Context: an optimization exercise on an open-source flow, tuned for small area. The choices shown serve that exercise and are no tape-out recipe.
Power and IR drop assume default switching activity.

==> flow/design.v <==
module msdf_conv(
    input        start,
    input  [1:0] d,
    input  [3:0] j,        
    input  [8:0] hi,       
    input        lz,       
    output [8:0] hi_eff,   
    output [8:0] hi_nxt,   
    output       lz_nxt
);
  wire pos = (d == 2'b10);
  wire neg = (d == 2'b01);
  wire nz  = pos | neg;
  assign hi_eff = start ? 9'd0 : hi;
  wire lz_eff = start | lz;
  wire [9:0] z;            
  assign z[0] = lz;
  genvar n;
  generate
    for (n = 0; n < 9; n = n + 1) begin : g
      assign z[n+1] = z[n] & ~hi[n];
      wire eq = (j == 4'd8 - n);
      wire gt = (j >  4'd8 - n);
      assign hi_nxt[n] = eq ? nz : (hi_eff[n] ^ (neg & gt & z[n]));
    end
  endgenerate
  assign lz_nxt = lz_eff & ~(nz & (j >= 4'd9) & (j <= 4'd11));
endmodule
module msdf_fa(input a, input b, input c, output s, output co);
  assign s = a ^ b ^ c;
  assign co = (a & b) | (a & c) | (b & c);
endmodule
module msdf_mul(
    input         start,
    input  [1:0]  x,       
    input  [1:0]  y,       
    input  [8:0]  av,      
    input  [8:0]  bv,      
    input  [13:1] s,       
    input  [10:1] c,       
    output [13:1] s_nxt,
    output [10:1] c_nxt,
    output [1:0]  p        
);
  wire xpos = (x == 2'b10), xneg = (x == 2'b01);
  wire ypos = (y == 2'b10), yneg = (y == 2'b01);
  wire [13:0] ia = start ? 14'd0 : {s, 1'b0};
  wire [13:0] id = start ? 14'd0 : {3'd0, c, 1'b0};
  wire ybneg = yneg & ~start;    
  wire [13:0] ib = ybneg ? ~{5'd0, av} : ypos ? {5'd0, av} : 14'd0;
  wire [13:0] ic = xneg ? ~{5'd0, bv} : xpos ? {5'd0, bv} : 14'd0;
  wire [13:0] s1, t1, o, t2;
  wire [13:0] t1s = {t1[12:0], yneg};
  genvar n;
  generate
    for (n = 0; n < 14; n = n + 1) begin : fa
      msdf_fa f1(.a(ia[n]), .b(ib[n]), .c(ic[n]), .s(s1[n]), .co(t1[n]));
      msdf_fa f2(.a(s1[n]), .b(id[n]), .c(t1s[n]), .s(o[n]), .co(t2[n]));
    end
  endgenerate
  wire [13:0] co = {t2[12:0], xneg};
  wire [3:0] e = o[13:10] + co[13:10];
  wire sp = ~e[3] & (e[2] | e[1]);
  wire sn =  e[3] & ~(e[2] & e[1]);
  assign p = {sp, sn};
  assign s_nxt = {e[2] ^ (sp | sn), e[1:0], o[9:0]};
  assign c_nxt = co[9:0];
endmodule
module MSDFDotProductModule(input clk, input reset,
    input [1:0] io_a_3,
    input [1:0] io_a_2,
    input [1:0] io_a_1,
    input [1:0] io_a_0,
    input [1:0] io_b_3,
    input [1:0] io_b_2,
    input [1:0] io_b_1,
    input [1:0] io_b_0,
    input  io_start,
    output[1:0] io_c
);
  reg  [3:0] cnt;
  wire [3:0] j = io_start ? 4'd0 : cnt;
  always @(posedge clk) cnt <= j + {3'd0, j != 4'd15};
  wire [1:0] xa [0:3];
  wire [1:0] yb [0:3];
  assign xa[0] = io_a_0; assign xa[1] = io_a_1; assign xa[2] = io_a_2; assign xa[3] = io_a_3;
  assign yb[0] = io_b_0; assign yb[1] = io_b_1; assign yb[2] = io_b_2; assign yb[3] = io_b_3;
  wire [1:0] m [0:3];
  genvar i;
  generate
    for (i = 0; i < 4; i = i + 1) begin : pr
      reg  [8:0]  qa, qb;
      reg         la, lb;
      reg  [13:1] rs;
      reg  [10:1] rc;
      wire [8:0]  qa_eff, qa_nxt, qb_eff, qb_nxt;
      wire        la_nxt, lb_nxt;
      wire [13:1] rs_nxt;
      wire [10:1] rc_nxt;
      msdf_conv ca(.start(io_start), .d(xa[i]), .j(j), .hi(qa), .lz(la),
                   .hi_eff(qa_eff), .hi_nxt(qa_nxt), .lz_nxt(la_nxt));
      msdf_conv cb(.start(io_start), .d(yb[i]), .j(j), .hi(qb), .lz(lb),
                   .hi_eff(qb_eff), .hi_nxt(qb_nxt), .lz_nxt(lb_nxt));
      msdf_mul mu(.start(io_start), .x(xa[i]), .y(yb[i]), .av(qa_eff), .bv(qb_nxt),
                  .s(rs), .c(rc), .s_nxt(rs_nxt), .c_nxt(rc_nxt), .p(m[i]));
      always @(posedge clk) begin
        qa <= qa_nxt; la <= la_nxt;
        qb <= qb_nxt; lb <= lb_nxt;
        rs <= rs_nxt; rc <= rc_nxt;
      end
    end
  endgenerate
  wire f4 = (j == 4'd4);    
  wire f6 = (j == 4'd6);    
  reg r51, r49, r32, r39, r37, r16, r17, r2, r234;
  wire fo0 = m[0][1] ^ ~m[0][0] ^ m[1][1];
  wire fc0 = (m[0][1] & ~m[0][0]) | (m[0][1] & m[1][1]) | (~m[0][0] & m[1][1]);
  wire g1 = r51 & ~r49, p1 = r51 | ~r49;
  wire fc1 = g1 | (p1 & fc0);
  wire fo1 = r51 ^ ~r49 ^ fc0;
  wire fo2 = m[2][1] ^ ~m[2][0] ^ m[3][1];
  wire fc2 = (m[2][1] & ~m[2][0]) | (m[2][1] & m[3][1]) | (~m[2][0] & m[3][1]);
  wire fo3 = r39 ^ ~r37 ^ fc2;
  wire fc3 = (r39 & ~r37) | (r39 & fc2) | (~r37 & fc2);
  wire z01 = f4 | fc1;      
  wire z23n = ~f4 & ~fc3;
  wire g4 = r32 & r16, p4 = r32 | r16;
  wire fo4 = r32 ^ z01 ^ r16;
  wire g5 = r17 & ~r2, p5 = r17 | ~r2;
  wire fc5 = g5 | (p5 & g4) | (p5 & p4 & f4) | (p5 & p4 & g1) | (p5 & p4 & p1 & fc0);
  wire fo5 = r17 ^ ~r2 ^ (g4 | (p4 & z01));
  always @(posedge clk) begin
    r51 <= fo0; r49 <= m[1][0];
    r39 <= fo2; r37 <= m[3][0];
    if (reset) begin
      r32 <= 1'b0; r16 <= 1'b0; r17 <= 1'b0; r2 <= 1'b0; r234 <= 1'b0;
    end else begin
      r32 <= fo1; r16 <= fo3; r17 <= fo4; r2 <= z23n; r234 <= fo5;
    end
  end
  assign io_c = {r234, ~f6 & ~fc5};
endmodule
make LEC_CHECK=0 CAP_MARGIN=20 CORE_MARGIN=2 CORE_UTILIZATION=40 CTS_BUF_LIST='sky130_fd_sc_hd__clkbuf_4 sky130_fd_sc_hd__clkbuf_8' CTS_CLUSTER_SIZE=30 SLEW_MARGIN=20 finish   # period 8.0 ns
run.sh (not shown) runs the stock make flow with config.mk's settings and CLKGATE_MAP_FILE= SYNTH_SCRIPT=/design/flow/synth_recipe.tcl, a recipe that flattens the netlist after the stock synthesis.
Then changed:
--- a/flow/design.v
+++ b/flow/design.v
@@ -11,20 +11,20 @@
   wire pos = (d == 2'b10);
   wire neg = (d == 2'b01);
   wire nz  = pos | neg;
   assign hi_eff = start ? 9'd0 : hi;
   wire lz_eff = start | lz;
   wire [9:0] z;            
-  assign z[0] = lz;
+  assign z[0] = lz_eff;
   genvar n;
   generate
     for (n = 0; n < 9; n = n + 1) begin : g
-      assign z[n+1] = z[n] & ~hi[n];
+      assign z[n+1] = z[n] & ~hi_eff[n];
       wire eq = (j == 4'd8 - n);
       wire gt = (j >  4'd8 - n);
-      assign hi_nxt[n] = eq ? nz : (hi_eff[n] ^ (neg & gt & z[n]));
+      assign hi_nxt[n] = (hi_eff[n] ^ (neg & gt & z[n])) | (nz & eq);
     end
   endgenerate
   assign lz_nxt = lz_eff & ~(nz & (j >= 4'd9) & (j <= 4'd11));
 endmodule
 module msdf_fa(input a, input b, input c, output s, output co);
   assign s = a ^ b ^ c;
Effect: Setup slack is better by 0.063 ns; clock-buffer cell count went up by 1; wire length went up by 1.1%; critical path depth went down by 1; via count went up by 5.2%; synthesized area went up by 1.7%; design area stays flat; hold slack is worse by 0.021 ns; first-iteration DRC count went up by 80%; die area went up by 1.7%; total power went down by 2.2%; cell count went up by 2.2%; utilization went down by 1.1 points; global-route usage went down by 0.30 points.
Function was not checked in any run of this note: the RTL went through the layout flow alone.

what the ideal ports hide:
The results above use ideal ports. As a check the final layouts listed here were re-extracted and re-timed, cells and wires unchanged. Step 1 assumes that a clkbuf_16 drives the clock port and a buf_2 every other input. Step 2, shift: input delay + t, output delay - t, t = (earliest + latest rising clock arrival at the registers) / 2. This alone moves slack from input paths to output paths. a / b / c = no drivers / after step 1 / after step 2; a / b = the first two.
run	t (ns)	setup WS [ns]	worst setup path after step 2
the first run	0.518	0.165 / 0.136 / 0.136	input to output
the second run	0.520	0.228 / 0.199 / 0.199	input to output
After both steps every run listed still meets setup and hold.
